Context: an optimization exercise on an open-source flow, tuned for small area and a short achievable clock period. The choices shown serve that exercise and are no tape-out recipe.
No functional check of the RTL was part of this run.

File: design/flow/flow/run.sh
#!/bin/bash
# Standard ORFS layout, with the port buffers made of buf_2 cells instead of the default choice.
set -euo pipefail
bash standard.sh "BUFFER_PORTS_ARGS=-buffer_cell sky130_fd_sc_hd__buf_2" finish > make_finish.log 2>&1
File: design/flow/standard.sh
#!/bin/bash
# synth_recipe.tcl (not shown) runs the flow's synth.tcl, then flattens the netlist and writes it again
# the make line also repeats each setting of config.mk as NAME=value (left out here)
make -C /OpenROAD-flow-scripts/flow DESIGN_CONFIG=/design/flow/config.mk WORK_HOME=/design/flow/orfs CLKGATE_MAP_FILE= SYNTH_SCRIPT=/design/flow/synth_recipe.tcl "${@:-finish}"
File: design/flow/config.mk
export PLATFORM = sky130hd
export DESIGN_NAME = MACRegister
export DESIGN_NICKNAME = MACRegister
export VERILOG_FILES = /design/flow/design.v
export SDC_FILE = /design/flow/constraint.sdc
export NUM_CORES = 4
export LEC_CHECK = 0
export CAP_MARGIN = 20
export CORE_MARGIN = 2
export CORE_UTILIZATION = 40
export SETUP_SLACK_MARGIN = 1.0
export SLEW_MARGIN = 20
export SYNTH_HIERARCHICAL = 1
export SYNTH_MINIMUM_KEEP_SIZE = 0
File: design/flow/constraint.sdc
create_clock -name core_clock -period 19.0 [get_ports {clk}]
set_input_delay 3.8000 -clock core_clock [delete_from_list [all_inputs] [get_ports {clk}]]
set_output_delay 3.8000 -clock core_clock [all_outputs]
set_load 0.01 [all_outputs]
File: design/flow/design.v
`timescale 1ns / 1ps
module HalfAdder(
    input a,
    input b,
    output f,
    output carryOut
    );
    assign f = a ^ b;
    assign carryOut = a & b;
endmodule
`timescale 1ns / 1ps
module FullAdder(
    input a,
    input b,
    input carryIn,
    output sum,
    output carryOut
    );
    assign sum = a ^ b ^ carryIn;
    assign carryOut = (a & b) | (a & carryIn) | (b & carryIn);
endmodule
`timescale 1ns / 1ps
module Inv(input a, output y);
    assign y = ~a;
endmodule
module Nand2(input a, input b, output y);
    assign y = ~(a & b);
endmodule
module Nor2(input a, input b, output y);
    assign y = ~(a | b);
endmodule
module Aoi21(input a, input b, input c, output y);
    assign y = ~((a & b) | c);
endmodule
module Oai21(input a, input b, input c, output y);
    assign y = ~((a | b) & c);
endmodule
module Xor2(input a, input b, output y);
    assign y = a ^ b;
endmodule
`timescale 1ns / 1ps
module MACRegister(
    input clk,
    input rst,
    input [1:0] opcode,
    input [15:0] a,
    input [15:0] b,
    output [31:0] dataOut
    );
    reg [31:0] register;
    assign dataOut = register;
    wire [31:0] rt = ~register;
    wire pp0_0 = ~(a[0] & b[0]), pp0_1 = ~(a[0] & b[1]), pp0_2 = ~(a[0] & b[2]), pp0_3 = ~(a[0] & b[3]), pp0_4 = ~(a[0] & b[4]), pp0_5 = ~(a[0] & b[5]), pp0_6 = ~(a[0] & b[6]), pp0_7 = ~(a[0] & b[7]), pp0_8 = ~(a[0] & b[8]), pp0_9 = ~(a[0] & b[9]), pp0_10 = ~(a[0] & b[10]), pp0_11 = ~(a[0] & b[11]), pp0_12 = ~(a[0] & b[12]), pp0_13 = ~(a[0] & b[13]), pp0_14 = ~(a[0] & b[14]), pp0_15 = ~(a[0] & b[15]);
    wire pp1_0 = ~(a[1] & b[0]), pp1_1 = ~(a[1] & b[1]), pp1_2 = ~(a[1] & b[2]), pp1_3 = ~(a[1] & b[3]), pp1_4 = ~(a[1] & b[4]), pp1_5 = ~(a[1] & b[5]), pp1_6 = ~(a[1] & b[6]), pp1_7 = ~(a[1] & b[7]), pp1_8 = ~(a[1] & b[8]), pp1_9 = ~(a[1] & b[9]), pp1_10 = ~(a[1] & b[10]), pp1_11 = ~(a[1] & b[11]), pp1_12 = ~(a[1] & b[12]), pp1_13 = ~(a[1] & b[13]), pp1_14 = ~(a[1] & b[14]), pp1_15 = ~(a[1] & b[15]);
    wire pp2_0 = ~(a[2] & b[0]), pp2_1 = ~(a[2] & b[1]), pp2_2 = ~(a[2] & b[2]), pp2_3 = ~(a[2] & b[3]), pp2_4 = ~(a[2] & b[4]), pp2_5 = ~(a[2] & b[5]), pp2_6 = ~(a[2] & b[6]), pp2_7 = ~(a[2] & b[7]), pp2_8 = ~(a[2] & b[8]), pp2_9 = ~(a[2] & b[9]), pp2_10 = ~(a[2] & b[10]), pp2_11 = ~(a[2] & b[11]), pp2_12 = ~(a[2] & b[12]), pp2_13 = ~(a[2] & b[13]), pp2_14 = ~(a[2] & b[14]), pp2_15 = ~(a[2] & b[15]);
    wire pp3_0 = ~(a[3] & b[0]), pp3_1 = ~(a[3] & b[1]), pp3_2 = ~(a[3] & b[2]), pp3_3 = ~(a[3] & b[3]), pp3_4 = ~(a[3] & b[4]), pp3_5 = ~(a[3] & b[5]), pp3_6 = ~(a[3] & b[6]), pp3_7 = ~(a[3] & b[7]), pp3_8 = ~(a[3] & b[8]), pp3_9 = ~(a[3] & b[9]), pp3_10 = ~(a[3] & b[10]), pp3_11 = ~(a[3] & b[11]), pp3_12 = ~(a[3] & b[12]), pp3_13 = ~(a[3] & b[13]), pp3_14 = ~(a[3] & b[14]), pp3_15 = ~(a[3] & b[15]);
    wire pp4_0 = ~(a[4] & b[0]), pp4_1 = ~(a[4] & b[1]), pp4_2 = ~(a[4] & b[2]), pp4_3 = ~(a[4] & b[3]), pp4_4 = ~(a[4] & b[4]), pp4_5 = ~(a[4] & b[5]), pp4_6 = ~(a[4] & b[6]), pp4_7 = ~(a[4] & b[7]), pp4_8 = ~(a[4] & b[8]), pp4_9 = ~(a[4] & b[9]), pp4_10 = ~(a[4] & b[10]), pp4_11 = ~(a[4] & b[11]), pp4_12 = ~(a[4] & b[12]), pp4_13 = ~(a[4] & b[13]), pp4_14 = ~(a[4] & b[14]), pp4_15 = ~(a[4] & b[15]);
    wire pp5_0 = ~(a[5] & b[0]), pp5_1 = ~(a[5] & b[1]), pp5_2 = ~(a[5] & b[2]), pp5_3 = ~(a[5] & b[3]), pp5_4 = ~(a[5] & b[4]), pp5_5 = ~(a[5] & b[5]), pp5_6 = ~(a[5] & b[6]), pp5_7 = ~(a[5] & b[7]), pp5_8 = ~(a[5] & b[8]), pp5_9 = ~(a[5] & b[9]), pp5_10 = ~(a[5] & b[10]), pp5_11 = ~(a[5] & b[11]), pp5_12 = ~(a[5] & b[12]), pp5_13 = ~(a[5] & b[13]), pp5_14 = ~(a[5] & b[14]), pp5_15 = ~(a[5] & b[15]);
    wire pp6_0 = ~(a[6] & b[0]), pp6_1 = ~(a[6] & b[1]), pp6_2 = ~(a[6] & b[2]), pp6_3 = ~(a[6] & b[3]), pp6_4 = ~(a[6] & b[4]), pp6_5 = ~(a[6] & b[5]), pp6_6 = ~(a[6] & b[6]), pp6_7 = ~(a[6] & b[7]), pp6_8 = ~(a[6] & b[8]), pp6_9 = ~(a[6] & b[9]), pp6_10 = ~(a[6] & b[10]), pp6_11 = ~(a[6] & b[11]), pp6_12 = ~(a[6] & b[12]), pp6_13 = ~(a[6] & b[13]), pp6_14 = ~(a[6] & b[14]), pp6_15 = ~(a[6] & b[15]);
    wire pp7_0 = ~(a[7] & b[0]), pp7_1 = ~(a[7] & b[1]), pp7_2 = ~(a[7] & b[2]), pp7_3 = ~(a[7] & b[3]), pp7_4 = ~(a[7] & b[4]), pp7_5 = ~(a[7] & b[5]), pp7_6 = ~(a[7] & b[6]), pp7_7 = ~(a[7] & b[7]), pp7_8 = ~(a[7] & b[8]), pp7_9 = ~(a[7] & b[9]), pp7_10 = ~(a[7] & b[10]), pp7_11 = ~(a[7] & b[11]), pp7_12 = ~(a[7] & b[12]), pp7_13 = ~(a[7] & b[13]), pp7_14 = ~(a[7] & b[14]), pp7_15 = ~(a[7] & b[15]);
    wire pp8_0 = ~(a[8] & b[0]), pp8_1 = ~(a[8] & b[1]), pp8_2 = ~(a[8] & b[2]), pp8_3 = ~(a[8] & b[3]), pp8_4 = ~(a[8] & b[4]), pp8_5 = ~(a[8] & b[5]), pp8_6 = ~(a[8] & b[6]), pp8_7 = ~(a[8] & b[7]), pp8_8 = ~(a[8] & b[8]), pp8_9 = ~(a[8] & b[9]), pp8_10 = ~(a[8] & b[10]), pp8_11 = ~(a[8] & b[11]), pp8_12 = ~(a[8] & b[12]), pp8_13 = ~(a[8] & b[13]), pp8_14 = ~(a[8] & b[14]), pp8_15 = ~(a[8] & b[15]);
    wire pp9_0 = ~(a[9] & b[0]), pp9_1 = ~(a[9] & b[1]), pp9_2 = ~(a[9] & b[2]), pp9_3 = ~(a[9] & b[3]), pp9_4 = ~(a[9] & b[4]), pp9_5 = ~(a[9] & b[5]), pp9_6 = ~(a[9] & b[6]), pp9_7 = ~(a[9] & b[7]), pp9_8 = ~(a[9] & b[8]), pp9_9 = ~(a[9] & b[9]), pp9_10 = ~(a[9] & b[10]), pp9_11 = ~(a[9] & b[11]), pp9_12 = ~(a[9] & b[12]), pp9_13 = ~(a[9] & b[13]), pp9_14 = ~(a[9] & b[14]), pp9_15 = ~(a[9] & b[15]);
    wire pp10_0 = ~(a[10] & b[0]), pp10_1 = ~(a[10] & b[1]), pp10_2 = ~(a[10] & b[2]), pp10_3 = ~(a[10] & b[3]), pp10_4 = ~(a[10] & b[4]), pp10_5 = ~(a[10] & b[5]), pp10_6 = ~(a[10] & b[6]), pp10_7 = ~(a[10] & b[7]), pp10_8 = ~(a[10] & b[8]), pp10_9 = ~(a[10] & b[9]), pp10_10 = ~(a[10] & b[10]), pp10_11 = ~(a[10] & b[11]), pp10_12 = ~(a[10] & b[12]), pp10_13 = ~(a[10] & b[13]), pp10_14 = ~(a[10] & b[14]), pp10_15 = ~(a[10] & b[15]);
    wire pp11_0 = ~(a[11] & b[0]), pp11_1 = ~(a[11] & b[1]), pp11_2 = ~(a[11] & b[2]), pp11_3 = ~(a[11] & b[3]), pp11_4 = ~(a[11] & b[4]), pp11_5 = ~(a[11] & b[5]), pp11_6 = ~(a[11] & b[6]), pp11_7 = ~(a[11] & b[7]), pp11_8 = ~(a[11] & b[8]), pp11_9 = ~(a[11] & b[9]), pp11_10 = ~(a[11] & b[10]), pp11_11 = ~(a[11] & b[11]), pp11_12 = ~(a[11] & b[12]), pp11_13 = ~(a[11] & b[13]), pp11_14 = ~(a[11] & b[14]), pp11_15 = ~(a[11] & b[15]);
    wire pp12_0 = ~(a[12] & b[0]), pp12_1 = ~(a[12] & b[1]), pp12_2 = ~(a[12] & b[2]), pp12_3 = ~(a[12] & b[3]), pp12_4 = ~(a[12] & b[4]), pp12_5 = ~(a[12] & b[5]), pp12_6 = ~(a[12] & b[6]), pp12_7 = ~(a[12] & b[7]), pp12_8 = ~(a[12] & b[8]), pp12_9 = ~(a[12] & b[9]), pp12_10 = ~(a[12] & b[10]), pp12_11 = ~(a[12] & b[11]), pp12_12 = ~(a[12] & b[12]), pp12_13 = ~(a[12] & b[13]), pp12_14 = ~(a[12] & b[14]), pp12_15 = ~(a[12] & b[15]);
    wire pp13_0 = ~(a[13] & b[0]), pp13_1 = ~(a[13] & b[1]), pp13_2 = ~(a[13] & b[2]), pp13_3 = ~(a[13] & b[3]), pp13_4 = ~(a[13] & b[4]), pp13_5 = ~(a[13] & b[5]), pp13_6 = ~(a[13] & b[6]), pp13_7 = ~(a[13] & b[7]), pp13_8 = ~(a[13] & b[8]), pp13_9 = ~(a[13] & b[9]), pp13_10 = ~(a[13] & b[10]), pp13_11 = ~(a[13] & b[11]), pp13_12 = ~(a[13] & b[12]), pp13_13 = ~(a[13] & b[13]), pp13_14 = ~(a[13] & b[14]), pp13_15 = ~(a[13] & b[15]);
    wire pp14_0 = ~(a[14] & b[0]), pp14_1 = ~(a[14] & b[1]), pp14_2 = ~(a[14] & b[2]), pp14_3 = ~(a[14] & b[3]), pp14_4 = ~(a[14] & b[4]), pp14_5 = ~(a[14] & b[5]), pp14_6 = ~(a[14] & b[6]), pp14_7 = ~(a[14] & b[7]), pp14_8 = ~(a[14] & b[8]), pp14_9 = ~(a[14] & b[9]), pp14_10 = ~(a[14] & b[10]), pp14_11 = ~(a[14] & b[11]), pp14_12 = ~(a[14] & b[12]), pp14_13 = ~(a[14] & b[13]), pp14_14 = ~(a[14] & b[14]), pp14_15 = ~(a[14] & b[15]);
    wire pp15_0 = ~(a[15] & b[0]), pp15_1 = ~(a[15] & b[1]), pp15_2 = ~(a[15] & b[2]), pp15_3 = ~(a[15] & b[3]), pp15_4 = ~(a[15] & b[4]), pp15_5 = ~(a[15] & b[5]), pp15_6 = ~(a[15] & b[6]), pp15_7 = ~(a[15] & b[7]), pp15_8 = ~(a[15] & b[8]), pp15_9 = ~(a[15] & b[9]), pp15_10 = ~(a[15] & b[10]), pp15_11 = ~(a[15] & b[11]), pp15_12 = ~(a[15] & b[12]), pp15_13 = ~(a[15] & b[13]), pp15_14 = ~(a[15] & b[14]), pp15_15 = ~(a[15] & b[15]);
    wire s1, c2, s3, c4, s5, c6, s7, c8, s9, c10, s11, c12, s13, c14, s15, c16;
    wire s17, c18, s19, c20, s21, c22, s23, c24, s25, c26, s27, c28, s29, c30, s31, c32;
    wire s33, c34, s35, c36, s37, c38, s39, c40, s41, c42, s43, c44, s45, c46, s47, c48;
    wire s49, c50, s51, c52, s53, c54, s55, c56, s57, c58, s59, c60, s61, c62, s63, c64;
    wire s65, c66, s67, c68, s69, c70, s71, c72, s73, c74, s75, c76, s77, c78, s79, c80;
    wire s81, c82, s83, c84, s85, c86, s87, c88, s89, c90, s91, c92, s93, c94, s95, c96;
    wire s97, c98, s99, c100, s101, c102, s103, c104, s105, c106, s107, c108, s109, c110, s111, c112;
    wire s113, c114, s115, c116, s117, c118, s119, c120, s121, c122, s123, c124, s125, c126, s127, c128;
    wire s129, c130, s131, c132, s133, c134, s135, c136, s137, c138, s139, c140, s141, c142, s143, c144;
    wire s145, c146, s147, c148, s149, c150, s151, c152, s153, c154, s155, c156, s157, c158, s159, c160;
    wire s161, c162, s163, c164, s165, c166, s167, c168, s169, c170, s171, c172, s173, c174, s175, c176;
    wire s177, c178, s179, c180, s181, c182, s183, c184, s185, c186, s187, c188, s189, c190, s191, c192;
    wire s193, c194, s195, c196, s197, c198, s199, c200, s201, c202, s203, c204, s205, c206, s207, c208;
    wire s209, c210, s211, c212, s213, c214, s215, c216, s217, c218, s219, c220, s221, c222, s223, c224;
    wire s225, c226, s227, c228, s229, c230, s231, c232, s233, c234, s235, c236, s237, c238, s239, c240;
    wire s241, c242, s243, c244, s245, c246, s247, c248, s249, c250, s251, c252, s253, c254, s255, c256;
    wire s257, c258, s259, c260, s261, c262, s263, c264, s265, c266, s267, c268, s269, c270, s271, c272;
    wire s273, c274, s275, c276, s277, c278, s279, c280, s281, c282, s283, c284, s285, c286, s287, c288;
    wire s289, c290, s291, c292, s293, c294, s295, c296, s297, c298, s299, c300, s301, c302, s303, c304;
    wire s305, c306, s307, c308, s309, c310, s311, c312, s313, c314, s315, c316, s317, c318, s319, c320;
    wire s321, c322, s323, c324, s325, c326, s327, c328, s329, c330, s331, c332, s333, c334, s335, c336;
    wire s337, c338, s339, c340, s341, c342, s343, c344, s345, c346, s347, c348, s349, c350, s351, c352;
    wire s353, c354, s355, c356, s357, c358, s359, c360, s361, c362, s363, c364, s365, c366, s367, c368;
    wire s369, c370, s371, c372, s373, c374, s375, c376, s377, c378, s379, c380, s381, c382, s383, c384;
    wire s385, c386, s387, c388, s389, c390, s391, c392, s393, c394, s395, c396, s397, c398, s399, c400;
    wire s401, c402, s403, c404, s405, c406, s407, c408, s409, c410, s411, c412, s413, c414, s415, c416;
    wire s417, c418, s419, c420, s421, c422, s423, c424, s425, c426, s427, c428, s429, c430, s431, c432;
    wire s433, c434, s435, c436, s437, c438, s439, c440, s441, c442, s443, c444, s445, c446, s447, c448;
    wire s449, c450, s451, c452, s453, c454, s455, c456, s457, c458, s459, c460, s461, c462, s463, c464;
    wire s465, c466, s467, c468, s469, c470, s471, c472, s473, c474, s475, c476, s477, c478, s479, c480;
    FullAdder fa0(rt[1], pp0_1, 1'b1, s1, c2);
    FullAdder fa1(rt[2], pp0_2, pp1_1, s3, c4);
    FullAdder fa2(pp2_0, c2, 1'b1, s5, c6);
    FullAdder fa3(rt[3], pp0_3, pp1_2, s7, c8);
    FullAdder fa4(pp2_1, pp3_0, c4, s9, c10);
    FullAdder fa5(s7, c6, 1'b1, s11, c12);
    FullAdder fa6(rt[4], pp0_4, pp1_3, s13, c14);
    FullAdder fa7(pp2_2, pp3_1, pp4_0, s15, c16);
    FullAdder fa8(c8, s13, s15, s17, c18);
    FullAdder fa9(c10, s17, 1'b1, s19, c20);
    FullAdder fa10(rt[5], pp0_5, pp1_4, s21, c22);
    FullAdder fa11(pp2_3, pp3_2, pp4_1, s23, c24);
    FullAdder fa12(pp5_0, c14, c16, s25, c26);
    FullAdder fa13(s21, s23, c18, s27, c28);
    FullAdder fa14(s25, s27, 1'b1, s29, c30);
    FullAdder fa15(rt[6], pp0_6, pp1_5, s31, c32);
    FullAdder fa16(pp2_4, pp3_3, pp4_2, s33, c34);
    FullAdder fa17(pp5_1, pp6_0, c22, s35, c36);
    FullAdder fa18(c24, s31, s33, s37, c38);
    FullAdder fa19(c26, s35, s37, s39, c40);
    FullAdder fa20(c28, s39, 1'b1, s41, c42);
    FullAdder fa21(rt[7], pp0_7, pp1_6, s43, c44);
    FullAdder fa22(pp2_5, pp3_4, pp4_3, s45, c46);
    FullAdder fa23(pp5_2, pp6_1, pp7_0, s47, c48);
    FullAdder fa24(c32, c34, s43, s49, c50);
    FullAdder fa25(s45, s47, c36, s51, c52);
    FullAdder fa26(c38, s49, s51, s53, c54);
    FullAdder fa27(c40, s53, 1'b1, s55, c56);
    FullAdder fa28(rt[8], pp0_8, pp1_7, s57, c58);
    FullAdder fa29(pp2_6, pp3_5, pp4_4, s59, c60);
    FullAdder fa30(pp5_3, pp6_2, pp7_1, s61, c62);
    FullAdder fa31(pp8_0, c44, c46, s63, c64);
    FullAdder fa32(c48, s57, s59, s65, c66);
    FullAdder fa33(s61, c50, s63, s67, c68);
    FullAdder fa34(s65, c52, s67, s69, c70);
    FullAdder fa35(c54, s69, 1'b1, s71, c72);
    FullAdder fa36(rt[9], pp0_9, pp1_8, s73, c74);
    FullAdder fa37(pp2_7, pp3_6, pp4_5, s75, c76);
    FullAdder fa38(pp5_4, pp6_3, pp7_2, s77, c78);
    FullAdder fa39(pp8_1, pp9_0, c58, s79, c80);
    FullAdder fa40(c60, c62, s73, s81, c82);
    FullAdder fa41(s75, s77, c64, s83, c84);
    FullAdder fa42(s79, c66, s81, s85, c86);
    FullAdder fa43(s83, c68, s85, s87, c88);
    FullAdder fa44(c70, s87, 1'b1, s89, c90);
    FullAdder fa45(rt[10], pp0_10, pp10_0, s91, c92);
    FullAdder fa46(pp1_9, pp2_8, pp3_7, s93, c94);
    FullAdder fa47(pp4_6, pp5_5, pp6_4, s95, c96);
    FullAdder fa48(pp7_3, pp8_2, pp9_1, s97, c98);
    FullAdder fa49(c74, c76, c78, s99, c100);
    FullAdder fa50(s91, s93, s95, s101, c102);
    FullAdder fa51(s97, c80, c82, s103, c104);
    FullAdder fa52(s99, s101, c84, s105, c106);
    FullAdder fa53(c86, s103, s105, s107, c108);
    FullAdder fa54(c88, s107, 1'b1, s109, c110);
    FullAdder fa55(rt[11], pp0_11, pp10_1, s111, c112);
    FullAdder fa56(pp11_0, pp1_10, pp2_9, s113, c114);
    FullAdder fa57(pp3_8, pp4_7, pp5_6, s115, c116);
    FullAdder fa58(pp6_5, pp7_4, pp8_3, s117, c118);
    FullAdder fa59(pp9_2, c92, c94, s119, c120);
    FullAdder fa60(c96, c98, s111, s121, c122);
    FullAdder fa61(s113, s115, s117, s123, c124);
    FullAdder fa62(c100, s119, c102, s125, c126);
    FullAdder fa63(s121, s123, c104, s127, c128);
    FullAdder fa64(s125, c106, s127, s129, c130);
    FullAdder fa65(c108, s129, 1'b1, s131, c132);
    FullAdder fa66(rt[12], pp0_12, pp10_2, s133, c134);
    FullAdder fa67(pp11_1, pp12_0, pp1_11, s135, c136);
    FullAdder fa68(pp2_10, pp3_9, pp4_8, s137, c138);
    FullAdder fa69(pp5_7, pp6_6, pp7_5, s139, c140);
    FullAdder fa70(pp8_4, pp9_3, c112, s141, c142);
    FullAdder fa71(c114, c116, c118, s143, c144);
    FullAdder fa72(s133, s135, s137, s145, c146);
    FullAdder fa73(s139, c120, s141, s147, c148);
    FullAdder fa74(c122, c124, s143, s149, c150);
    FullAdder fa75(s145, s147, c126, s151, c152);
    FullAdder fa76(s149, c128, s151, s153, c154);
    FullAdder fa77(c130, s153, 1'b1, s155, c156);
    FullAdder fa78(rt[13], pp0_13, pp10_3, s157, c158);
    FullAdder fa79(pp11_2, pp12_1, pp13_0, s159, c160);
    FullAdder fa80(pp1_12, pp2_11, pp3_10, s161, c162);
    FullAdder fa81(pp4_9, pp5_8, pp6_7, s163, c164);
    FullAdder fa82(pp7_6, pp8_5, pp9_4, s165, c166);
    FullAdder fa83(c134, c136, c138, s167, c168);
    FullAdder fa84(c140, s157, s159, s169, c170);
    FullAdder fa85(s161, s163, s165, s171, c172);
    FullAdder fa86(c142, c144, c146, s173, c174);
    FullAdder fa87(s167, s169, s171, s175, c176);
    FullAdder fa88(c148, c150, s173, s177, c178);
    FullAdder fa89(s175, c152, s177, s179, c180);
    FullAdder fa90(c154, s179, 1'b1, s181, c182);
    FullAdder fa91(rt[14], pp0_14, pp10_4, s183, c184);
    FullAdder fa92(pp11_3, pp12_2, pp13_1, s185, c186);
    FullAdder fa93(pp14_0, pp1_13, pp2_12, s187, c188);
    FullAdder fa94(pp3_11, pp4_10, pp5_9, s189, c190);
    FullAdder fa95(pp6_8, pp7_7, pp8_6, s191, c192);
    FullAdder fa96(pp9_5, c158, c160, s193, c194);
    FullAdder fa97(c162, c164, c166, s195, c196);
    FullAdder fa98(s183, s185, s187, s197, c198);
    FullAdder fa99(s189, s191, c168, s199, c200);
    FullAdder fa100(s193, c170, c172, s201, c202);
    FullAdder fa101(s195, s197, s199, s203, c204);
    FullAdder fa102(c174, c176, s201, s205, c206);
    FullAdder fa103(s203, c178, s205, s207, c208);
    FullAdder fa104(c180, s207, 1'b1, s209, c210);
    FullAdder fa105(rt[15], pp0_15, pp10_5, s211, c212);
    FullAdder fa106(pp11_4, pp12_3, pp13_2, s213, c214);
    FullAdder fa107(pp14_1, pp15_0, pp1_14, s215, c216);
    FullAdder fa108(pp2_13, pp3_12, pp4_11, s217, c218);
    FullAdder fa109(pp5_10, pp6_9, pp7_8, s219, c220);
    FullAdder fa110(pp8_7, pp9_6, c184, s221, c222);
    FullAdder fa111(c186, c188, c190, s223, c224);
    FullAdder fa112(c192, s211, s213, s225, c226);
    FullAdder fa113(s215, s217, s219, s227, c228);
    FullAdder fa114(c194, s221, c196, s229, c230);
    FullAdder fa115(c198, s223, s225, s231, c232);
    FullAdder fa116(s227, c200, c202, s233, c234);
    FullAdder fa117(s229, s231, c204, s235, c236);
    FullAdder fa118(c206, s233, s235, s237, c238);
    FullAdder fa119(c208, s237, 1'b1, s239, c240);
    FullAdder fa120(rt[16], pp10_6, pp11_5, s241, c242);
    FullAdder fa121(pp12_4, pp13_3, pp14_2, s243, c244);
    FullAdder fa122(pp15_1, pp1_15, pp2_14, s245, c246);
    FullAdder fa123(pp3_13, pp4_12, pp5_11, s247, c248);
    FullAdder fa124(pp6_10, pp7_9, pp8_8, s249, c250);
    FullAdder fa125(pp9_7, c212, c214, s251, c252);
    FullAdder fa126(c216, c218, c220, s253, c254);
    FullAdder fa127(s241, s243, s245, s255, c256);
    FullAdder fa128(s247, s249, c222, s257, c258);
    FullAdder fa129(s251, c224, c226, s259, c260);
    FullAdder fa130(c228, s253, s255, s261, c262);
    FullAdder fa131(s257, c230, c232, s263, c264);
    FullAdder fa132(s259, s261, c234, s265, c266);
    FullAdder fa133(s263, c236, s265, s267, c268);
    FullAdder fa134(c238, s267, 1'b1, s269, c270);
    FullAdder fa135(rt[17], pp10_7, pp11_6, s271, c272);
    FullAdder fa136(pp12_5, pp13_4, pp14_3, s273, c274);
    FullAdder fa137(pp15_2, pp2_15, pp3_14, s275, c276);
    FullAdder fa138(pp4_13, pp5_12, pp6_11, s277, c278);
    FullAdder fa139(pp7_10, pp8_9, pp9_8, s279, c280);
    FullAdder fa140(c242, c244, c246, s281, c282);
    FullAdder fa141(c248, c250, s271, s283, c284);
    FullAdder fa142(s273, s275, s277, s285, c286);
    FullAdder fa143(s279, c252, c254, s287, c288);
    FullAdder fa144(c256, s281, s283, s289, c290);
    FullAdder fa145(s285, c258, c260, s291, c292);
    FullAdder fa146(s287, c262, s289, s293, c294);
    FullAdder fa147(c264, s291, s293, s295, c296);
    FullAdder fa148(c266, s295, c268, s297, c298);
    FullAdder fa149(rt[18], pp10_8, pp11_7, s299, c300);
    FullAdder fa150(pp12_6, pp13_5, pp14_4, s301, c302);
    FullAdder fa151(pp15_3, pp3_15, pp4_14, s303, c304);
    FullAdder fa152(pp5_13, pp6_12, pp7_11, s305, c306);
    FullAdder fa153(pp8_10, pp9_9, c272, s307, c308);
    FullAdder fa154(c274, c276, c278, s309, c310);
    FullAdder fa155(c280, s299, s301, s311, c312);
    FullAdder fa156(s303, s305, s307, s313, c314);
    FullAdder fa157(c282, c284, c286, s315, c316);
    FullAdder fa158(s309, s311, c288, s317, c318);
    FullAdder fa159(s313, c290, s315, s319, c320);
    FullAdder fa160(c292, s317, c294, s321, c322);
    FullAdder fa161(s319, c296, s321, s323, c324);
    FullAdder fa162(rt[19], pp10_9, pp11_8, s325, c326);
    FullAdder fa163(pp12_7, pp13_6, pp14_5, s327, c328);
    FullAdder fa164(pp15_4, pp4_15, pp5_14, s329, c330);
    FullAdder fa165(pp6_13, pp7_12, pp8_11, s331, c332);
    FullAdder fa166(pp9_10, c300, c302, s333, c334);
    FullAdder fa167(c304, c306, s325, s335, c336);
    FullAdder fa168(s327, s329, s331, s337, c338);
    FullAdder fa169(c308, s333, c310, s339, c340);
    FullAdder fa170(c312, s335, s337, s341, c342);
    FullAdder fa171(c314, c316, s339, s343, c344);
    FullAdder fa172(s341, c318, c320, s345, c346);
    FullAdder fa173(s343, c322, s345, s347, c348);
    FullAdder fa174(rt[20], pp10_10, pp11_9, s349, c350);
    FullAdder fa175(pp12_8, pp13_7, pp14_6, s351, c352);
    FullAdder fa176(pp15_5, pp5_15, pp6_14, s353, c354);
    FullAdder fa177(pp7_13, pp8_12, pp9_11, s355, c356);
    FullAdder fa178(c326, c328, c330, s357, c358);
    FullAdder fa179(c332, s349, s351, s359, c360);
    FullAdder fa180(s353, s355, c334, s361, c362);
    FullAdder fa181(c336, s357, c338, s363, c364);
    FullAdder fa182(s359, s361, c340, s365, c366);
    FullAdder fa183(c342, s363, c344, s367, c368);
    FullAdder fa184(s365, c346, s367, s369, c370);
    FullAdder fa185(rt[21], pp10_11, pp11_10, s371, c372);
    FullAdder fa186(pp12_9, pp13_8, pp14_7, s373, c374);
    FullAdder fa187(pp15_6, pp6_15, pp7_14, s375, c376);
    FullAdder fa188(pp8_13, pp9_12, c350, s377, c378);
    FullAdder fa189(c352, c354, c356, s379, c380);
    FullAdder fa190(s371, s373, s375, s381, c382);
    FullAdder fa191(s377, c358, c360, s383, c384);
    FullAdder fa192(s379, s381, c362, s385, c386);
    FullAdder fa193(s383, c364, s385, s387, c388);
    FullAdder fa194(c366, s387, c368, s389, c390);
    FullAdder fa195(rt[22], pp10_12, pp11_11, s391, c392);
    FullAdder fa196(pp12_10, pp13_9, pp14_8, s393, c394);
    FullAdder fa197(pp15_7, pp7_15, pp8_14, s395, c396);
    FullAdder fa198(pp9_13, c372, c374, s397, c398);
    FullAdder fa199(c376, s391, s393, s399, c400);
    FullAdder fa200(s395, c378, s397, s401, c402);
    FullAdder fa201(c380, c382, s399, s403, c404);
    FullAdder fa202(c384, s401, s403, s405, c406);
    FullAdder fa203(c386, s405, c388, s407, c408);
    FullAdder fa204(rt[23], pp10_13, pp11_12, s409, c410);
    FullAdder fa205(pp12_11, pp13_10, pp14_9, s411, c412);
    FullAdder fa206(pp15_8, pp8_15, pp9_14, s413, c414);
    FullAdder fa207(c392, c394, c396, s415, c416);
    FullAdder fa208(s409, s411, s413, s417, c418);
    FullAdder fa209(c398, c400, s415, s419, c420);
    FullAdder fa210(s417, c402, c404, s421, c422);
    FullAdder fa211(s419, c406, s421, s423, c424);
    FullAdder fa212(rt[24], pp10_14, pp11_13, s425, c426);
    FullAdder fa213(pp12_12, pp13_11, pp14_10, s427, c428);
    FullAdder fa214(pp15_9, pp9_15, c410, s429, c430);
    FullAdder fa215(c412, c414, s425, s431, c432);
    FullAdder fa216(s427, s429, c416, s433, c434);
    FullAdder fa217(c418, s431, c420, s435, c436);
    FullAdder fa218(s433, c422, s435, s437, c438);
    FullAdder fa219(rt[25], pp10_15, pp11_14, s439, c440);
    FullAdder fa220(pp12_13, pp13_12, pp14_11, s441, c442);
    FullAdder fa221(pp15_10, c426, c428, s443, c444);
    FullAdder fa222(s439, s441, c430, s445, c446);
    FullAdder fa223(s443, c432, s445, s447, c448);
    FullAdder fa224(c434, s447, c436, s449, c450);
    FullAdder fa225(rt[26], pp11_15, pp12_14, s451, c452);
    FullAdder fa226(pp13_13, pp14_12, pp15_11, s453, c454);
    FullAdder fa227(c440, c442, s451, s455, c456);
    FullAdder fa228(s453, c444, s455, s457, c458);
    FullAdder fa229(c446, s457, c448, s459, c460);
    FullAdder fa230(rt[27], pp12_15, pp13_14, s461, c462);
    FullAdder fa231(pp14_13, pp15_12, c452, s463, c464);
    FullAdder fa232(c454, s461, s463, s465, c466);
    FullAdder fa233(c456, c458, s465, s467, c468);
    FullAdder fa234(rt[28], pp13_15, pp14_14, s469, c470);
    FullAdder fa235(pp15_13, c462, s469, s471, c472);
    FullAdder fa236(c464, s471, c466, s473, c474);
    FullAdder fa237(rt[29], pp14_15, pp15_14, s475, c476);
    FullAdder fa238(c470, s475, c472, s477, c478);
    FullAdder fa239(rt[30], pp15_15, c476, s479, c480);
    wire [31:0] x = {rt[31], s479, s477, s473, s467, s459, s449, c424, s423, s407, s389, c348, c324, s323, s297, c240, c210, c182, c156, c132, c110, c90, c72, c56, c42, c30, c20, c12, s9, s3, pp1_0, rt[0]};
    wire [31:0] y = {c480, c478, c474, c468, c460, c450, c438, s437, c408, c390, c370, s369, s347, c298, c270, s269, s239, s209, s181, s155, s131, s109, s89, s71, s55, s41, s29, s19, s11, s5, s1, pp0_0};
    wire [31:0] st;
    wire n481, n482, n483, n484, n485, n486, n487, n488, n489, n490, n491, n492, n493, n494, n495, n496, n497, n498, n499, n500, n501, n502, n503, n504, n505, n506, n507, n508, n509, n510, n511, n512, n513, n514, n515, n516, n517, n518, n519, n520, n521, n522, n523, n524, n525, n526, n527, n528, n529, n530, n531, n532, n533, n534, n535, n536, n537, n538, n539, n540, n541, n542, n543, n544, n545, n546, n547, n548, n549, n550, n551, n552, n553, n554, n555, n556, n557, n558, n559, n560, n561, n562, n563, n564, n565, n566, n567, n568, n569, n570, n571, n572, n573, n574, n575, n576, n577, n578, n579, n580, n581, n582, n583, n584, n585, n586, n587, n588, n589, n590, n591, n592, n593, n594, n595, n596, n597, n598, n599, n600, n601, n602, n603, n604, n605, n606, n607, n608, n609, n610, n611, n612, n613, n614, n615, n616, n617, n618, n619, n620, n621, n622, n623, n624, n625, n626, n627, n628, n629, n630, n631, n632, n633, n634, n635, n636, n637, n638, n639, n640, n641, n642, n643, n644, n645, n646, n647, n648, n649, n650, n651, n652, n653, n654, n655, n656, n657, n658, n659, n660, n661, n662, n663, n664, n665, n666, n667, n668, n669, n670, n671, n672, n673, n674, n675, n676, n677, n678, n679, n680, n681, n682, n683, n684, n685, n686, n687, n688, n689, n690, n691, n692, n693, n694, n695, n696, n697, n698;
    Nor2 u_n481(x[0], y[0], n481);
    Nand2 u_n482(x[1], y[1], n482);
    Nor2 u_n483(x[1], y[1], n483);
    Nand2 u_n484(x[2], y[2], n484);
    Nor2 u_n485(x[2], y[2], n485);
    Nand2 u_n486(x[3], y[3], n486);
    Nor2 u_n487(x[3], y[3], n487);
    Nand2 u_n488(x[4], y[4], n488);
    Nor2 u_n489(x[4], y[4], n489);
    Nand2 u_n490(x[5], y[5], n490);
    Nor2 u_n491(x[5], y[5], n491);
    Nand2 u_n492(x[6], y[6], n492);
    Nor2 u_n493(x[6], y[6], n493);
    Nand2 u_n494(x[7], y[7], n494);
    Nor2 u_n495(x[7], y[7], n495);
    Nand2 u_n496(x[8], y[8], n496);
    Nor2 u_n497(x[8], y[8], n497);
    Nand2 u_n498(x[9], y[9], n498);
    Nor2 u_n499(x[9], y[9], n499);
    Nand2 u_n500(x[10], y[10], n500);
    Nor2 u_n501(x[10], y[10], n501);
    Nand2 u_n502(x[11], y[11], n502);
    Nor2 u_n503(x[11], y[11], n503);
    Nand2 u_n504(x[12], y[12], n504);
    Nor2 u_n505(x[12], y[12], n505);
    Nand2 u_n506(x[13], y[13], n506);
    Nor2 u_n507(x[13], y[13], n507);
    Nand2 u_n508(x[14], y[14], n508);
    Nor2 u_n509(x[14], y[14], n509);
    Nand2 u_n510(x[15], y[15], n510);
    Nor2 u_n511(x[15], y[15], n511);
    Nand2 u_n512(x[16], y[16], n512);
    Nor2 u_n513(x[16], y[16], n513);
    Nand2 u_n514(x[17], y[17], n514);
    Nor2 u_n515(x[17], y[17], n515);
    Nand2 u_n516(x[18], y[18], n516);
    Nor2 u_n517(x[18], y[18], n517);
    Nand2 u_n518(x[19], y[19], n518);
    Nor2 u_n519(x[19], y[19], n519);
    Nand2 u_n520(x[20], y[20], n520);
    Nor2 u_n521(x[20], y[20], n521);
    Nand2 u_n522(x[21], y[21], n522);
    Nor2 u_n523(x[21], y[21], n523);
    Nand2 u_n524(x[22], y[22], n524);
    Nor2 u_n525(x[22], y[22], n525);
    Nand2 u_n526(x[23], y[23], n526);
    Nor2 u_n527(x[23], y[23], n527);
    Nand2 u_n528(x[24], y[24], n528);
    Nor2 u_n529(x[24], y[24], n529);
    Nand2 u_n530(x[25], y[25], n530);
    Nor2 u_n531(x[25], y[25], n531);
    Nand2 u_n532(x[26], y[26], n532);
    Nor2 u_n533(x[26], y[26], n533);
    Nand2 u_n534(x[27], y[27], n534);
    Nor2 u_n535(x[27], y[27], n535);
    Nand2 u_n536(x[28], y[28], n536);
    Nor2 u_n537(x[28], y[28], n537);
    Nand2 u_n538(x[29], y[29], n538);
    Nor2 u_n539(x[29], y[29], n539);
    Nand2 u_n540(x[30], y[30], n540);
    Nor2 u_n541(x[30], y[30], n541);
    Nand2 u_n542(x[31], y[31], n542);
    Nor2 u_n543(x[31], y[31], n543);
    Oai21 u_n544(n483, n481, n482, n544);
    Oai21 u_n545(n487, n484, n486, n545);
    Nor2 u_n546(n487, n485, n546);
    Oai21 u_n547(n491, n488, n490, n547);
    Nor2 u_n548(n491, n489, n548);
    Oai21 u_n549(n495, n492, n494, n549);
    Nor2 u_n550(n495, n493, n550);
    Oai21 u_n551(n499, n496, n498, n551);
    Nor2 u_n552(n499, n497, n552);
    Oai21 u_n553(n503, n500, n502, n553);
    Nor2 u_n554(n503, n501, n554);
    Oai21 u_n555(n507, n504, n506, n555);
    Nor2 u_n556(n507, n505, n556);
    Oai21 u_n557(n511, n508, n510, n557);
    Nor2 u_n558(n511, n509, n558);
    Oai21 u_n559(n515, n512, n514, n559);
    Nor2 u_n560(n515, n513, n560);
    Oai21 u_n561(n519, n516, n518, n561);
    Nor2 u_n562(n519, n517, n562);
    Oai21 u_n563(n523, n520, n522, n563);
    Nor2 u_n564(n523, n521, n564);
    Oai21 u_n565(n527, n524, n526, n565);
    Nor2 u_n566(n527, n525, n566);
    Oai21 u_n567(n531, n528, n530, n567);
    Nor2 u_n568(n531, n529, n568);
    Oai21 u_n569(n535, n532, n534, n569);
    Nor2 u_n570(n535, n533, n570);
    Oai21 u_n571(n539, n536, n538, n571);
    Nor2 u_n572(n539, n537, n572);
    Oai21 u_n573(n543, n540, n542, n573);
    Nor2 u_n574(n543, n541, n574);
    Inv u_n575(n544, n575);
    Oai21 u_n576(n485, n575, n484, n576);
    Aoi21 u_n577(n546, n544, n545, n577);
    Inv u_n578(n547, n578);
    Oai21 u_n579(n493, n578, n492, n579);
    Inv u_n580(n548, n580);
    Nor2 u_n581(n493, n580, n581);
    Aoi21 u_n582(n550, n547, n549, n582);
    Nand2 u_n583(n550, n548, n583);
    Inv u_n584(n551, n584);
    Oai21 u_n585(n501, n584, n500, n585);
    Inv u_n586(n552, n586);
    Nor2 u_n587(n501, n586, n587);
    Aoi21 u_n588(n554, n551, n553, n588);
    Nand2 u_n589(n554, n552, n589);
    Inv u_n590(n555, n590);
    Oai21 u_n591(n509, n590, n508, n591);
    Inv u_n592(n556, n592);
    Nor2 u_n593(n509, n592, n593);
    Aoi21 u_n594(n558, n555, n557, n594);
    Nand2 u_n595(n558, n556, n595);
    Inv u_n596(n559, n596);
    Oai21 u_n597(n517, n596, n516, n597);
    Inv u_n598(n560, n598);
    Nor2 u_n599(n517, n598, n599);
    Aoi21 u_n600(n562, n559, n561, n600);
    Nand2 u_n601(n562, n560, n601);
    Inv u_n602(n563, n602);
    Oai21 u_n603(n525, n602, n524, n603);
    Inv u_n604(n564, n604);
    Nor2 u_n605(n525, n604, n605);
    Aoi21 u_n606(n566, n563, n565, n606);
    Nand2 u_n607(n566, n564, n607);
    Inv u_n608(n567, n608);
    Oai21 u_n609(n533, n608, n532, n609);
    Inv u_n610(n568, n610);
    Nor2 u_n611(n533, n610, n611);
    Aoi21 u_n612(n570, n567, n569, n612);
    Nand2 u_n613(n570, n568, n613);
    Inv u_n614(n571, n614);
    Oai21 u_n615(n541, n614, n540, n615);
    Inv u_n616(n572, n616);
    Nor2 u_n617(n541, n616, n617);
    Aoi21 u_n618(n574, n571, n573, n618);
    Nand2 u_n619(n574, n572, n619);
    Oai21 u_n620(n489, n577, n488, n620);
    Inv u_n621(n577, n621);
    Aoi21 u_n622(n548, n621, n547, n622);
    Aoi21 u_n623(n581, n621, n579, n623);
    Oai21 u_n624(n583, n577, n582, n624);
    Oai21 u_n625(n505, n588, n504, n625);
    Nor2 u_n626(n505, n589, n626);
    Inv u_n627(n588, n627);
    Aoi21 u_n628(n556, n627, n555, n628);
    Inv u_n629(n589, n629);
    Nand2 u_n630(n556, n629, n630);
    Aoi21 u_n631(n593, n627, n591, n631);
    Nand2 u_n632(n593, n629, n632);
    Oai21 u_n633(n595, n588, n594, n633);
    Nor2 u_n634(n595, n589, n634);
    Oai21 u_n635(n521, n600, n520, n635);
    Nor2 u_n636(n521, n601, n636);
    Inv u_n637(n600, n637);
    Aoi21 u_n638(n564, n637, n563, n638);
    Inv u_n639(n601, n639);
    Nand2 u_n640(n564, n639, n640);
    Aoi21 u_n641(n605, n637, n603, n641);
    Nand2 u_n642(n605, n639, n642);
    Oai21 u_n643(n607, n600, n606, n643);
    Nor2 u_n644(n607, n601, n644);
    Oai21 u_n645(n537, n612, n536, n645);
    Nor2 u_n646(n537, n613, n646);
    Inv u_n647(n612, n647);
    Aoi21 u_n648(n572, n647, n571, n648);
    Inv u_n649(n613, n649);
    Nand2 u_n650(n572, n649, n650);
    Aoi21 u_n651(n617, n647, n615, n651);
    Nand2 u_n652(n617, n649, n652);
    Oai21 u_n653(n619, n612, n618, n653);
    Nor2 u_n654(n619, n613, n654);
    Inv u_n655(n624, n655);
    Oai21 u_n656(n497, n655, n496, n656);
    Aoi21 u_n657(n552, n624, n551, n657);
    Aoi21 u_n658(n587, n624, n585, n658);
    Oai21 u_n659(n589, n655, n588, n659);
    Aoi21 u_n660(n626, n624, n625, n660);
    Oai21 u_n661(n630, n655, n628, n661);
    Oai21 u_n662(n632, n655, n631, n662);
    Aoi21 u_n663(n634, n624, n633, n663);
    Inv u_n664(n643, n664);
    Oai21 u_n665(n529, n664, n528, n665);
    Inv u_n666(n644, n666);
    Nor2 u_n667(n529, n666, n667);
    Aoi21 u_n668(n568, n643, n567, n668);
    Nand2 u_n669(n568, n644, n669);
    Aoi21 u_n670(n611, n643, n609, n670);
    Nand2 u_n671(n611, n644, n671);
    Oai21 u_n672(n613, n664, n612, n672);
    Nor2 u_n673(n613, n666, n673);
    Aoi21 u_n674(n646, n643, n645, n674);
    Nand2 u_n675(n646, n644, n675);
    Oai21 u_n676(n650, n664, n648, n676);
    Nor2 u_n677(n650, n666, n677);
    Oai21 u_n678(n652, n664, n651, n678);
    Nor2 u_n679(n652, n666, n679);
    Aoi21 u_n680(n654, n643, n653, n680);
    Nand2 u_n681(n654, n644, n681);
    Oai21 u_n682(n513, n663, n512, n682);
    Inv u_n683(n663, n683);
    Aoi21 u_n684(n560, n683, n559, n684);
    Aoi21 u_n685(n599, n683, n597, n685);
    Oai21 u_n686(n601, n663, n600, n686);
    Aoi21 u_n687(n636, n683, n635, n687);
    Oai21 u_n688(n640, n663, n638, n688);
    Oai21 u_n689(n642, n663, n641, n689);
    Aoi21 u_n690(n644, n683, n643, n690);
    Aoi21 u_n691(n667, n683, n665, n691);
    Oai21 u_n692(n669, n663, n668, n692);
    Oai21 u_n693(n671, n663, n670, n693);
    Aoi21 u_n694(n673, n683, n672, n694);
    Oai21 u_n695(n675, n663, n674, n695);
    Aoi21 u_n696(n677, n683, n676, n696);
    Aoi21 u_n697(n679, n683, n678, n697);
    Oai21 u_n698(n681, n663, n680, n698);
    wire [31:0] p;
    Xor2 u_p0(x[0], y[0], p[0]);
    Xor2 u_p1(x[1], y[1], p[1]);
    Xor2 u_p2(x[2], y[2], p[2]);
    Xor2 u_p3(x[3], y[3], p[3]);
    Xor2 u_p4(x[4], y[4], p[4]);
    Xor2 u_p5(x[5], y[5], p[5]);
    Xor2 u_p6(x[6], y[6], p[6]);
    Xor2 u_p7(x[7], y[7], p[7]);
    Xor2 u_p8(x[8], y[8], p[8]);
    Xor2 u_p9(x[9], y[9], p[9]);
    Xor2 u_p10(x[10], y[10], p[10]);
    Xor2 u_p11(x[11], y[11], p[11]);
    Xor2 u_p12(x[12], y[12], p[12]);
    Xor2 u_p13(x[13], y[13], p[13]);
    Xor2 u_p14(x[14], y[14], p[14]);
    Xor2 u_p15(x[15], y[15], p[15]);
    Xor2 u_p16(x[16], y[16], p[16]);
    Xor2 u_p17(x[17], y[17], p[17]);
    Xor2 u_p18(x[18], y[18], p[18]);
    Xor2 u_p19(x[19], y[19], p[19]);
    Xor2 u_p20(x[20], y[20], p[20]);
    Xor2 u_p21(x[21], y[21], p[21]);
    Xor2 u_p22(x[22], y[22], p[22]);
    Xor2 u_p23(x[23], y[23], p[23]);
    Xor2 u_p24(x[24], y[24], p[24]);
    Xor2 u_p25(x[25], y[25], p[25]);
    Xor2 u_p26(x[26], y[26], p[26]);
    Xor2 u_p27(x[27], y[27], p[27]);
    Xor2 u_p28(x[28], y[28], p[28]);
    Xor2 u_p29(x[29], y[29], p[29]);
    Xor2 u_p30(x[30], y[30], p[30]);
    Xor2 u_p31(x[31], y[31], p[31]);
    assign st[0] = p[0] ^ 1'b1;
    assign st[1] = p[1] ^ ~n481;
    assign st[2] = p[2] ^ n544;
    assign st[3] = p[3] ^ n576;
    assign st[4] = p[4] ^ ~n577;
    assign st[5] = p[5] ^ n620;
    assign st[6] = p[6] ^ ~n622;
    assign st[7] = p[7] ^ ~n623;
    assign st[8] = p[8] ^ n624;
    assign st[9] = p[9] ^ n656;
    assign st[10] = p[10] ^ ~n657;
    assign st[11] = p[11] ^ ~n658;
    assign st[12] = p[12] ^ n659;
    assign st[13] = p[13] ^ ~n660;
    assign st[14] = p[14] ^ n661;
    assign st[15] = p[15] ^ n662;
    assign st[16] = p[16] ^ ~n663;
    assign st[17] = p[17] ^ n682;
    assign st[18] = p[18] ^ ~n684;
    assign st[19] = p[19] ^ ~n685;
    assign st[20] = p[20] ^ n686;
    assign st[21] = p[21] ^ ~n687;
    assign st[22] = p[22] ^ n688;
    assign st[23] = p[23] ^ n689;
    assign st[24] = p[24] ^ ~n690;
    assign st[25] = p[25] ^ ~n691;
    assign st[26] = p[26] ^ n692;
    assign st[27] = p[27] ^ n693;
    assign st[28] = p[28] ^ ~n694;
    assign st[29] = p[29] ^ n695;
    assign st[30] = p[30] ^ ~n696;
    assign st[31] = p[31] ^ ~n697;
    always @ (posedge clk) begin
        if (rst)
            register <= 32'd0;
        else case (opcode)
            2'd1:  
                register <= {a, b};
            2'd2:  
                register <= ~st;
        endcase
    end
endmodule
==> impl_metrics.py <==
metrics = {
    "flow_run": {
        "drv_cap": 0,
    },
    "synth": {
        "synth_seq_cells": 32,
        "seq_area_frac_synth": 0.0681,
        "netlist_area_um2": 9410,
        "synthTopCellsByArea": "fa_1 (51%), nand2_1 (13%), dfxtp_1 (6.8%)",
        "syn_area_per_cell_um2": 9.27,
        "synth.top_cell.area_share": 0.511,
        "synthCells": 1015,
        "synth_cell_types": 25,
        "synth_area_leader_cell": "fa_1",
        "yosysWarnings": 7,
    },
    "route": {
        "drt_iter0_markers": 476,
        "drc": 0,
        "drt_first_pass_iters": 8,
        "viasPerCell": 5.40,
        "wl_per_cell_um": 20.0,
        "num_vias": 7251,
        "drt-total-wl_um": 26800,
        "ant_nets": 0,
    },
    "placement": {
        "gp_congestion": 0.885,
        "port_buffers": 67,
        "place_area_um2": 9850,
        "hpwl_um": 20200,
        "pre_cts_ws_ns": 9.32,
    },
    "global_routing": {
        "grt_first_pass_wirelength_um": 42500,
        "grt_pass1_vias": 7698,
        "grt_max_degree": 66,
        "overflow": 0,
        "grt_antenna_before_repair": 0,
        "track_usage": 0.227,
    },
    "worst_setup_path": {
        "endpoint_kind": "register",
        "worst_r2r_endpoint": "register[24]",
        "worstPathArrival_ns": 9.55,
        "required_ns": 19.15,
        "cp_slowest_cell": "fa_1",
        "crit_path_start_kind": "input pin",
        "cpPeakStageDelay_ns": 0.53,
        "rr_worst_depth": 17,
        "crit_top_cell": "fa_1",
        "crit_chain": "buf_2, nand2_1, fa_1, fa_1, fa_1, fa_1, fa_1, fa_1, fa_1, nor2_1, nor2_1, a21oi_2, o21ai_1, a21oi_2, inv_1, a21oi_2, xnor2_1, o221ai_2",
        "crit_type": "in -> reg",
        "r2r_slack_ns": 13.12,
        "regToRegStartpoint": "register[12]",
        "path_max_fanout": 17,
        "path_depth": 18,
        "crit_family": "adder cells",
        "critPathBufInv": 2,
    },
    "sta": {
        "fmax_mhz": 106,
        "max-slew-margin-rel": 0.453,
        "fin_crit_sh": 0.495,
        "setup_viol": 0,
        "tns_ns": 0,
        "tightest_slew_ns": 0.820,
        "hold_ws_ns": 0.529,
        "slew_violations": 0,
        "rsz0062_at_grt": "false",
        "finalHoldViolCount": 0,
        "setup_slack_ns": 9.60,
        "finClkSkew_ns": 0.00811,
        "final.min_clock_period_ns": 9.40,
    },
    "worst_hold_path": {
        "hp-class": "reg -> reg",
        "hold_depth": 2,
        "hp-start": "register[1]",
        "holdPathEnd": "register[1]",
    },
    "die": {
        "io_pins": 68,
        "die-area_um2": 24800,
        "die_y_um": 157,
        "die_x_um": 157,
        "core_area_um2": 23300,
        "start_util": 0.404,
        "fp-row-count": 56,
    },
    "clock_tree": {
        "cts_tree": "done",
        "cts_root_buffer": "clkbuf_16",
        "cts_made_buffers": 5,
        "cts_hold_buf": 0,
        "insertion_delay_ns": 0.29,
        "clockBufferDepth": 2,
        "cts-htree-levels": 2,
        "post-cts-setup-buffer-count": 0,
        "cts.sinks": 32,
        "cts_resized": 0,
        "path_clk_slew_ns": 0.06,
    },
    "layout": {
        "largest_register": "register",
        "drive_above_1_share": 0.136,
        "final_nets": 1301,
        "largest_register_ffs": 32,
        "final_area_um2": 9990,
        "largestRegisters": "register: 32 flops",
        "layout-area-overhead-vs-synth_pct": 6.25,
        "n_antenna_cell": 0,
    },
    "outcome": {
        "status": "no timing/DRC/antenna violations",
    },
}
## synthesized netlist by cell type
| cell type | instances |
|---|---|
| conb_1 | 1 |
| nand2_1 | 317 |
| or3b_1 | 1 |
| clkbuf_2 | 3 |
| xor2_1 | 47 |
| dfxtp_1 | 32 |
| a21oi_2 | 30 |
| or4b_1 | 31 |
| mux2i_1 | 1 |
| nand3b_1 | 15 |
| nor2b_1 | 1 |
| ha_1 | 1 |
| clkbuf_1 | 65 |
| o211ai_1 | 1 |
| nor2_1 | 61 |
| xnor2_1 | 16 |
| o21ai_1 | 45 |
| o221ai_2 | 16 |
| inv_1 | 60 |
| buf_6 | 7 |
| o211ai_2 | 14 |
| buf_2 | 8 |
| buf_1 | 1 |
| fa_1 | 240 |
| a211oi_1 | 1 |
## cell families after synthesis
kind of cell | share of synthesized area
other cells | 0.000399
xor+xnor | 0.0587
simple gates | 0.197
flops | 0.0681
buf+inv | 0.0645
compound gates | 0.0976
mux | 0.00106
fa+ha+maj | 0.512
## worst register-to-register path, delay by kind of cell, from the launching register on
family,cells,cell delay (ns)
and+or+nand+nor,2,0.25
xor gates and xnor gates,1,0.17
buffers and inverters,2,0.57
AOI/OAI and AO/OA,5,1.10
DFF,1,0.36
adders and majority gates,7,3.29
## per-module statistics from Yosys, one instance, submodules excluded
module / flops+latches / copies in the design / area (um^2) / cells
Inv: 0 / 26 / 3.75 / 1
Xor2: 0 / 32 / 8.76 / 1
Nand2: 0 / 45 / 3.75 / 1
Aoi21: 0 / 30 / 8.76 / 1
MACRegister: 32 / 1 / 3340 / 536
Oai21: 0 / 45 / 5.00 / 1
FullAdder: 0 / 240 / 20.0 / 1
Nor2: 0 / 61 / 3.75 / 1
## cell type report
cell class	count	area (um^2)
flip-flops and latches	32	641
inverters	60	225
multi-input cells	854	8220
clock buffers	8	146
repair buffers	71	365
fillers	2351	13300
well taps	319	399
## layout by cell type, fill, tap and decap left out, drive strengths merged
| master | n |
|---|---|
| or4b | 31 |
| o21ai | 45 |
| xnor2 | 16 |
| nand3b | 15 |
| o211ai | 15 |
| xor2 | 47 |
| ha | 1 |
| o221ai | 16 |
| or3b | 1 |
| mux2i | 1 |
| conb | 16 |
| fa | 240 |
| a211oi | 1 |
| buf | 71 |
| dfxtp | 32 |
| a21oi | 30 |
| clkbuf | 8 |
| nand2 | 317 |
| inv | 60 |
| nor2b | 1 |
| nor2 | 61 |
## metrics by stage
step | util | std cells
after floorplan | - | 1030
final | 0.430 | 1344
after detailed placement | 0.423 | 1336
after global placement | 0.423 | 1336
after global routing | 0.430 | 1344
after CTS | 0.430 | 1344
## how the worst max path moves through the flow
stage / slack (ns) / to / start
2_1_floorplan: 9.83 / register[28] / b[13]
3_3_place_gp: 9.34 / register[24] / a[11]
3_5_place_dp: 9.32 / register[25] / b[7]
4_1_cts: 9.61 / register[25] / b[7]
5_1_grt: 9.28 / register[31] / a[4]
6_report: 9.60 / register[24] / b[12]
## metal layers
layer | wire length, um | global-route usage | vias to the layer above
met3 | 1600 | 0.0264 | 73
met4 | 1140 | 0.0913 | 0
li1 | - | - | 3170
met2 | 13100 | 0.377 | 299
met5 | 0 | 0 | -
met1 | 11000 | 0.303 | 3709

[what the ideal ports hide]
In the flow no input, the clock included, has a driving cell. The finished layout below was timed again as built, in two steps. Step 1, drivers: a clkbuf_16 drives clk and a buf_2 each remaining input, both assumed. Step 2 moves the port delays by t, midway between the first and last clock arrival at a register: inputs arrive t later, outputs are due t later. That takes back most of the time a late clock gives input paths. Three values: no drivers, after step 1, after step 2; two values: the first two.
shift t [ns]: 0.327
slack for setup (ns): 9.604 / 9.622 / 9.295
clock arrival spread, ns: 0.008 / 0.008
slew at the worst register clock pin (ns): 0.07 / 0.07
worst data-port slew with drivers (ns): 0.04
After both steps setup and hold are still met in this run. The setup slack of this run moves by +0.018 ns with the drivers and by -0.309 ns with both steps.
